From an optimization exercise on the open Yosys and OpenROAD flow, aimed at small area, a short achievable clock period and few clock cycles; shortcuts taken in it are not production practice.
The RTL was checked by simulation tests, not by an equivalence proof against the original design.

==> run a: inputs <==
==> flow/design.v (excerpt) <==
module fpmult_rtl #(parameter int P=53, parameter int Q=11)(
    input  logic rst_in_N,
    input  logic clk_in,
    input  logic [P+Q-1:0] x_in,
    input  logic [P+Q-1:0] y_in,
    input  logic [1:0] round_in,
    input  logic start_in,
    output logic [P+Q-1:0] p_out,
    output logic [3:0] oor_out,
    output logic done_out
);
==> module fpm_add_lo, before the edit <==
module fpm_add_lo (
    input  logic [52:0] a,
    input  logic [52:0] b,
    output logic [52:0] s,
    output logic        co
);
    logic [52:0] g [0:6];
    logic [52:0] p [0:6];
    assign g[0] = a & b;
    assign p[0] = a ^ b;
    genvar lv, i;
    generate
        for (lv = 0; lv < 6; lv++) begin : g_lv
            for (i = 0; i < 53; i++) begin : g_i
                if (i >= (1 << lv)) begin : g_op
                    assign g[lv+1][i] = g[lv][i] | (p[lv][i] & g[lv][i - (1 << lv)]);
                    assign p[lv+1][i] = p[lv][i] & p[lv][i - (1 << lv)];
                end else begin : g_pass
                    assign g[lv+1][i] = g[lv][i];
                    assign p[lv+1][i] = p[lv][i];
                end
            end
        end
    endgenerate
    assign s[0] = p[0][0];
    assign s[52:1] = p[0][52:1] ^ g[6][51:0];
    assign co = g[6][52];
endmodule
==> module fpm_add_hi, before the edit <==
module fpm_add_hi (
    input  logic [52:0] a,
    input  logic [52:0] b,
    input  logic        ci,
    output logic [52:0] s,
    output logic [52:0] s1,
    output logic        ones53,   
    output logic        ones52    
);
    logic [52:0] hs, hc;
    assign hs = a ^ b;
    assign hc = {a[51:0] & b[51:0], 1'b0};
    logic [52:0] z1, z2;
    assign z1[0] = ~hs[0];
    assign z2[0] = hs[0];
    assign z1[52:1] = (hs[52:1] ^ hc[52:1]) ^ (hs[51:0] | hc[51:0]);
    assign z2[1]    = (hs[1] ^ hc[1]) ^ 1'b1;
    assign z2[52:2] = (hs[52:2] ^ hc[52:2]) ^ (hs[51:1] | hc[51:1]);
    assign ones53 = ci ? ~|z2 : ~|z1;
    assign ones52 = ci ? ~|z2[51:0] : ~|z1[51:0];
    logic [52:0] g [0:6];
    logic [52:0] p [0:6];
    assign g[0] = {hs[52:1] & hc[52:1], 1'b0};
    assign p[0] = {hs[52:1] ^ hc[52:1], 1'b1};
    genvar lv, i;
    generate
        for (lv = 0; lv < 6; lv++) begin : g_lv
            for (i = 0; i < 53; i++) begin : g_i
                if (i >= (1 << lv)) begin : g_op
                    assign g[lv+1][i] = g[lv][i] | (p[lv][i] & g[lv][i - (1 << lv)]);
                    assign p[lv+1][i] = p[lv][i] & p[lv][i - (1 << lv)];
                end else begin : g_pass
                    assign g[lv+1][i] = g[lv][i];
                    assign p[lv+1][i] = p[lv][i];
                end
            end
        end
    endgenerate
    logic g0, a0;
    assign g0 = hs[0] & ci;
    assign a0 = hs[0] | ci;
    assign s[0]  = hs[0] ^ ci;
    assign s1[0] = ~(hs[0] ^ ci);
    generate
        for (i = 1; i < 53; i++) begin : g_sum
            assign s[i]  = p[0][i] ^ (g[6][i-1] | (p[6][i-1] & g0));
            assign s1[i] = p[0][i] ^ (g[6][i-1] | (p[6][i-1] & a0));
        end
    endgenerate
endmodule
==> flow/config.mk <==
export PLATFORM = sky130hd
export DESIGN_NAME = fpmult_rtl
export DESIGN_NICKNAME = fpmult_rtl
export VERILOG_FILES = /design/flow/design.v
export SDC_FILE = /design/flow/constraint.sdc
export NUM_CORES = 4
export LEC_CHECK = 0
export ABC_AREA = 1
export CAP_MARGIN = 20
export CORE_MARGIN = 2
export CORE_UTILIZATION = 40
export PLACE_DENSITY = 0.6
export SETUP_SLACK_MARGIN = 3
export SLEW_MARGIN = 20
==> flow/constraint.sdc <==
create_clock -name core_clock -period 11.0 [get_ports {clk_in}]
set_input_delay 2.2000 -clock core_clock [delete_from_list [all_inputs] [get_ports {clk_in}]]
set_output_delay 2.2000 -clock core_clock [all_outputs]
set_load 0.01 [all_outputs]
standard.sh (not shown) runs the stock make flow with config.mk's settings and CLKGATE_MAP_FILE= SYNTH_SCRIPT=/design/flow/synth_recipe.tcl, a recipe that flattens the netlist after the stock synthesis.
==> flow/flow/run.sh <==
#!/bin/bash
# The standard layout (the standard.sh, unchanged synthesis and steps), with
# one difference: the buffers that placement puts on every input and output
# port are sky130_fd_sc_hd__buf_4 instead of the cell the resizer picks by
# itself (a delay cell, clkdlybuf4s50_1).
set -euo pipefail
export BUFFER_PORTS_ARGS="-buffer_cell sky130_fd_sc_hd__buf_4"
bash standard.sh > standard_flow.log 2>&1
==> run b: changes against run a <==
==> flow/run.sh (new file) <==
#!/bin/bash
# synth_recipe.tcl (not shown) runs the flow's synth.tcl, then flattens the netlist and writes it again
# the make line also repeats each setting of config.mk as NAME=value (left out here)
make -C /OpenROAD-flow-scripts/flow DESIGN_CONFIG=/design/flow/config.mk WORK_HOME=/design/flow/orfs CLKGATE_MAP_FILE= SYNTH_SCRIPT=/design/flow/synth_recipe.tcl finish
removed: flow/flow/run.sh
removed: flow/standard.sh
==> run c: changes against run a <==
--- a/flow/design.v
+++ b/flow/design.v
@@ -221,13 +221,13 @@
     assign p[0] = a ^ b;
     genvar lv, i;
     generate
         for (lv = 0; lv < 6; lv++) begin : g_lv
             for (i = 0; i < 53; i++) begin : g_i
-                if (i >= (1 << lv)) begin : g_op
-                    assign g[lv+1][i] = g[lv][i] | (p[lv][i] & g[lv][i - (1 << lv)]);
-                    assign p[lv+1][i] = p[lv][i] & p[lv][i - (1 << lv)];
+                if ((i >> lv) & 1) begin : g_op
+                    assign g[lv+1][i] = g[lv][i] | (p[lv][i] & g[lv][((i >> lv) << lv) - 1]);
+                    assign p[lv+1][i] = p[lv][i] & p[lv][((i >> lv) << lv) - 1];
                 end else begin : g_pass
                     assign g[lv+1][i] = g[lv][i];
                     assign p[lv+1][i] = p[lv][i];
                 end
             end
@@ -263,13 +263,13 @@
     assign p[0] = {hs[52:1] ^ hc[52:1], 1'b1};
     genvar lv, i;
     generate
         for (lv = 0; lv < 6; lv++) begin : g_lv
             for (i = 0; i < 53; i++) begin : g_i
-                if (i >= (1 << lv)) begin : g_op
-                    assign g[lv+1][i] = g[lv][i] | (p[lv][i] & g[lv][i - (1 << lv)]);
-                    assign p[lv+1][i] = p[lv][i] & p[lv][i - (1 << lv)];
+                if ((i >> lv) & 1) begin : g_op
+                    assign g[lv+1][i] = g[lv][i] | (p[lv][i] & g[lv][((i >> lv) << lv) - 1]);
+                    assign p[lv+1][i] = p[lv][i] & p[lv][((i >> lv) << lv) - 1];
                 end else begin : g_pass
                     assign g[lv+1][i] = g[lv][i];
                     assign p[lv+1][i] = p[lv][i];
                 end
             end
Settings changed: CAP_MARGIN 20 to 10, CORE_UTILIZATION 40 to 55, PLACE_DENSITY 0.6 to 0.7, SETUP_SLACK_MARGIN 3 to 4, SLEW_MARGIN 20 to 10.
==> run d: changes against run a <==
--- a/flow/design.v
+++ b/flow/design.v
@@ -147,28 +147,40 @@
             sticky <= 1'b0;
         end
         sig_nz_r <= |sig;
     end
     assign done_out = (st == ST_FINAL);
-    logic ne_m, up_m;
-    assign ne_m = rnd == 2'd0;
-    assign up_m = ((rnd == 2'd2) & sgn) | ((rnd == 2'd3) & ~sgn);
-    logic st0, st1;
-    assign st0 = lo_nz | sticky;
-    assign st1 = lo_nz | lo[51] | sticky;
-    logic inc0, inc1;
-    assign inc0 = (ne_m & lo[51] & (st0 | lo[52])) | (up_m & (lo[51] | st0));
-    assign inc1 = (ne_m & lo[52] & (st1 | U[0])) | (up_m & (lo[52] | st1));
-    logic cy0, cy1;
-    assign cy0 = inc0 & lo[52] & ones52;
-    assign cy1 = inc1 & U1_co;
-    logic [51:0] sig0, sig1, sig;
-    assign sig0 = cy0 ? 52'd0 : inc0 ? (lo[52] ? {U1[50:0], 1'b0} : {U[50:0], 1'b1}) : {U[50:0], lo[52]};
-    assign sig1 = cy1 ? 52'd0 : inc1 ? U1[51:0] : U[51:0];
-    assign sig  = q105 ? sig1 : sig0;
-    logic top0;
-    assign top0 = cy0 | U[51] | (inc0 & lo[52] & U1[51]);
+    logic g, s_b, lsb;
+    assign g   = q105 ? lo[52] : lo[51];
+    assign s_b = lo_nz | (q105 & lo[51]) | sticky;
+    assign lsb = q105 ? U[0] : lo[52];
+    logic inc;
+    always_comb begin
+        case (rnd)
+            2'd0: inc = g & (s_b | lsb);
+            2'd1: inc = 1'b0;
+            2'd2: inc = (g | s_b) & sgn;
+            default: inc = (g | s_b) & ~sgn;
+        endcase
+    end
+    logic        cy, top;
+    logic [51:0] sig;
+    always_comb begin
+        if (q105) begin
+            cy  = inc & U1_co;
+            top = 1'b1;
+            sig = inc ? U1[51:0] : U[51:0];
+        end else begin
+            cy  = inc & lo[52] & ones52;
+            top = U[51] | (inc & lo[52] & U1[51]) ;
+            sig = inc ? (lo[52] ? {U1[50:0], 1'b0} : {U[50:0], 1'b1}) : {U[50:0], lo[52]};
+        end
+        if (cy) begin
+            sig = 52'd0;
+            top = 1'b1;
+        end
+    end
     logic [11:0] e_hi, e_lo;
     assign e_hi = ein + 12'd1;
     assign e_lo = denorm ? 12'd0 : ein - {5'd0, j};
     logic [11:0] e_hi_n, e_lo_n;
     assign e_hi_n = ein_c + 12'd1;
@@ -186,23 +198,33 @@
         one_lo <= e_lo_n == 12'd1;
         eo_hi  <= e_hi_n[10:0];
         eo_lo  <= e_lo_n[10:0];
     end
     logic use_hi;
-    assign use_hi = q105 ? (~denorm | cy1) : cy0;
-    logic to_inf;
-    assign to_inf = spec_r | (rnd == 2'd0) | ((rnd == 2'd2) & sgn) | ((rnd == 2'd3) & ~sgn);
+    assign use_hi = cy | (q105 & ~denorm);
     logic ovf, sub;
     assign ovf = use_hi ? ovf_hi : ovf_lo;
-    assign sub = use_hi ? sub_hi : (sub_lo | (one_lo & ~top0));
-    logic [10:0] eo_a, eo_b, eo;
-    assign eo_a = nan_r ? 11'h7ff : ovf_hi ? (to_inf ? 11'h7ff : 11'h7fe) : sub_hi ? 11'd0 : eo_hi;
-    assign eo_b = nan_r ? 11'h7ff : ovf_lo ? (to_inf ? 11'h7ff : 11'h7fe) :
-                  (sub_lo | (one_lo & ~top0)) ? 11'd0 : eo_lo;
-    assign eo = use_hi ? eo_a : eo_b;
+    assign sub = use_hi ? sub_hi : (sub_lo | (one_lo & ~top));
+    logic to_inf;
+    assign to_inf = spec_r | (rnd == 2'd0) | ((rnd == 2'd2) & sgn) | ((rnd == 2'd3) & ~sgn);
+    logic [10:0] eo;
     logic [51:0] so;
-    assign so = nan_r ? 52'd1 : ovf ? {52{~to_inf}} : sig;
+    always_comb begin
+        if (nan_r) begin
+            eo = 11'h7ff;
+            so = 52'd1;
+        end else if (ovf) begin
+            eo = to_inf ? 11'h7ff : 11'h7fe;
+            so = to_inf ? 52'd0 : {52{1'b1}};
+        end else if (sub) begin
+            eo = 11'd0;
+            so = sig;
+        end else begin
+            eo = use_hi ? eo_hi : eo_lo;
+            so = sig;
+        end
+    end
     logic cls_sub;
     assign cls_sub = ~nan_r & ~ovf & sub;
     assign p_out = {sgn, eo, so};
     assign oor_out[3] = cls_sub & ~sig_nz_r;
     assign oor_out[2] = ~nan_r & ovf & to_inf;
@@ -6385,11 +6407,12 @@
     assign c[104] = fc2800;
     assign s[105] = hs2803;
     assign c[105] = fc2802;
 endmodule
 module fpm_fa (input logic a, input logic b, input logic c, output logic s, output logic co);
-    assign {co, s} = {1'b0, a} + {1'b0, b} + {1'b0, c};
+    assign s = ~(~a ^ b ^ c);
+    assign co = ~((~a & ~b) | (~a & ~c) | (~b & ~c));
 endmodule
 module fpm_bsel (input logic one, input logic two, input logic neg, input logic b1, input logic b0, output logic pp);
     assign pp = ((one & b1) | (two & b0)) ^ neg;
 endmodule
 module fpm_ha (input logic a, input logic b, output logic s, output logic co);
==> flow/run.sh (new file) <==
#!/bin/bash
# synth_recipe.tcl (not shown) runs the flow's synth.tcl, then flattens the netlist and writes it again
# the make line also repeats each setting of config.mk as NAME=value (left out here)
make -C /OpenROAD-flow-scripts/flow DESIGN_CONFIG=/design/flow/config.mk WORK_HOME=/design/flow/orfs CLKGATE_MAP_FILE= SYNTH_SCRIPT=/design/flow/synth_recipe.tcl finish
removed: flow/flow/run.sh
removed: flow/standard.sh
==> metrics.yaml <==
layout:
  mostFrequentLayoutCell: "sky130_fd_sc_hd__nand2_1"
  final_cell_mix: "sky130_fd_sc_hd__nand2_1 (1,919), sky130_fd_sc_hd__xor2_1 (1,515), sky130_fd_sc_hd__o22ai_1 (1,411)"
  syn2layout_area_growth_pct: 9.29
  nMultiInputCombCells: 8660
  antennaDiodeCount: 18
yosys:
  synthXorXnorAreaFrac_pct: 16.1
  portion_of_the_post_synthesis_area_used_by_sequential_elements_pct: 6.38
timing:
  final_min_period_over_clock_period_pct: 73.0
setup_path:
  rrSetupSlack_ns: 3.46
run_status:
  result_of_the_run: "timing/DRC/antenna clean"
Source of the figures above: run b

==> metrics.yaml <==
run_status:
  result_of_the_run: "timing/DRC/antenna clean"
yosys:
  synthXorXnorAreaFrac_pct: 15.6
  portion_of_the_post_synthesis_area_used_by_sequential_elements_pct: 6.23
setup_path:
  rrSetupSlack_ns: 3.82
layout:
  nMultiInputCombCells: 8548
  mostFrequentLayoutCell: "sky130_fd_sc_hd__inv_1"
  syn2layout_area_growth_pct: 7.48
  final_cell_mix: "sky130_fd_sc_hd__inv_1 (1,966), sky130_fd_sc_hd__nand2_1 (1,942), sky130_fd_sc_hd__xor2_1 (1,491)"
timing:
  final_min_period_over_clock_period_pct: 73.4
Source of the figures above: run d

==> metrics.yaml <==
run_status:
  result_of_the_run: "timing/DRC/antenna clean"
layout:
  nMultiInputCombCells: 8652
  mostFrequentLayoutCell: "sky130_fd_sc_hd__nand2_1"
  antennaDiodeCount: 20
  syn2layout_area_growth_pct: 6.86
yosys:
  portion_of_the_post_synthesis_area_used_by_sequential_elements_pct: 6.38
  synthXorXnorAreaFrac_pct: 16.1
timing:
  final_min_period_over_clock_period_pct: 73.4
setup_path:
  rrSetupSlack_ns: 3.36
Source of the figures above: run a

==> metrics.yaml <==
layout:
  nMultiInputCombCells: 7961
  final_cell_mix: "sky130_fd_sc_hd__xor2_1 (1,443), sky130_fd_sc_hd__o22ai_1 (1,343), sky130_fd_sc_hd__nand2_1 (1,312)"
  syn2layout_area_growth_pct: 12.5
  mostFrequentLayoutCell: "sky130_fd_sc_hd__xor2_1"
  largestRegisters: "S (106), C (105), ein (12)"
  antennaDiodeCount: 26
grt:
  globalRouteMet3Util_pct: 29.5
timing:
  grt_setup_unrepaired: "true"
  timing.final.max_slew_violations: 13
setup_path:
  worst-endpoint-arrival_ns: 7.68
  worst-setup-path-type: "in2reg"
  reg2regPathDepth: 35
  rrSetupSlack_ns: 4.24
yosys:
  synthXorXnorAreaFrac_pct: 16.5
  portion_of_the_post_synthesis_area_used_by_sequential_elements_pct: 6.71
run_status:
  failed_layout_checks: "capacitance limit, slew limit"
  result_of_the_run: "failed layout checks"
flow_run:
  timing.max_cap.violations: 1
Source of the figures above: run c

Testbench counts of run a, summed over its fixed seeds: cycles 960.
Testbench counts of run b, summed over its fixed seeds: cycles 960.
Testbench counts of run c, summed over its fixed seeds: cycles 960.
Testbench counts of run d, summed over its fixed seeds: cycles 960.

[afterwards: timing with drivers on the ports]
The results above use ideal ports. As a check the final layouts listed here were re-extracted and re-timed, cells and wires unchanged. Step 1 assumes that a clkbuf_16 drives the clock port and a buf_2 every other input. Step 2 moves the port delays by t, midway between the first and last clock arrival at a register: inputs arrive t later, outputs are due t later. That takes back most of the time a late clock gives input paths. Slacks: ideal / step 1 / step 2; pairs: ideal / step 1.
| run | t, ns | slack for setup (ns) | worst register clock-pin slew, ns | worst data-port slew with drivers (ns) | cell pins on the clock port's net |
|---|---|---|---|---|---|
| run a | 0.749 | 2.921 / 2.832 / 2.083 | 0.07 / 0.07 | 0.18 | 1 |
| run b | 0.740 | 2.966 / 2.977 / 2.237 | 0.08 / 0.08 | 0.17 | 1 |
| run c | 0.692 | 3.846 / 3.879 / 3.187 | 0.08 / 0.08 | 0.13 | 1 |
| run d | 0.682 | 2.923 / 2.987 / 2.305 | 0.08 / 0.08 | 0.13 | 1 |
For run a, which loses most, drivers alone change the setup slack by -0.089 ns; drivers and shift together by -0.838 ns.
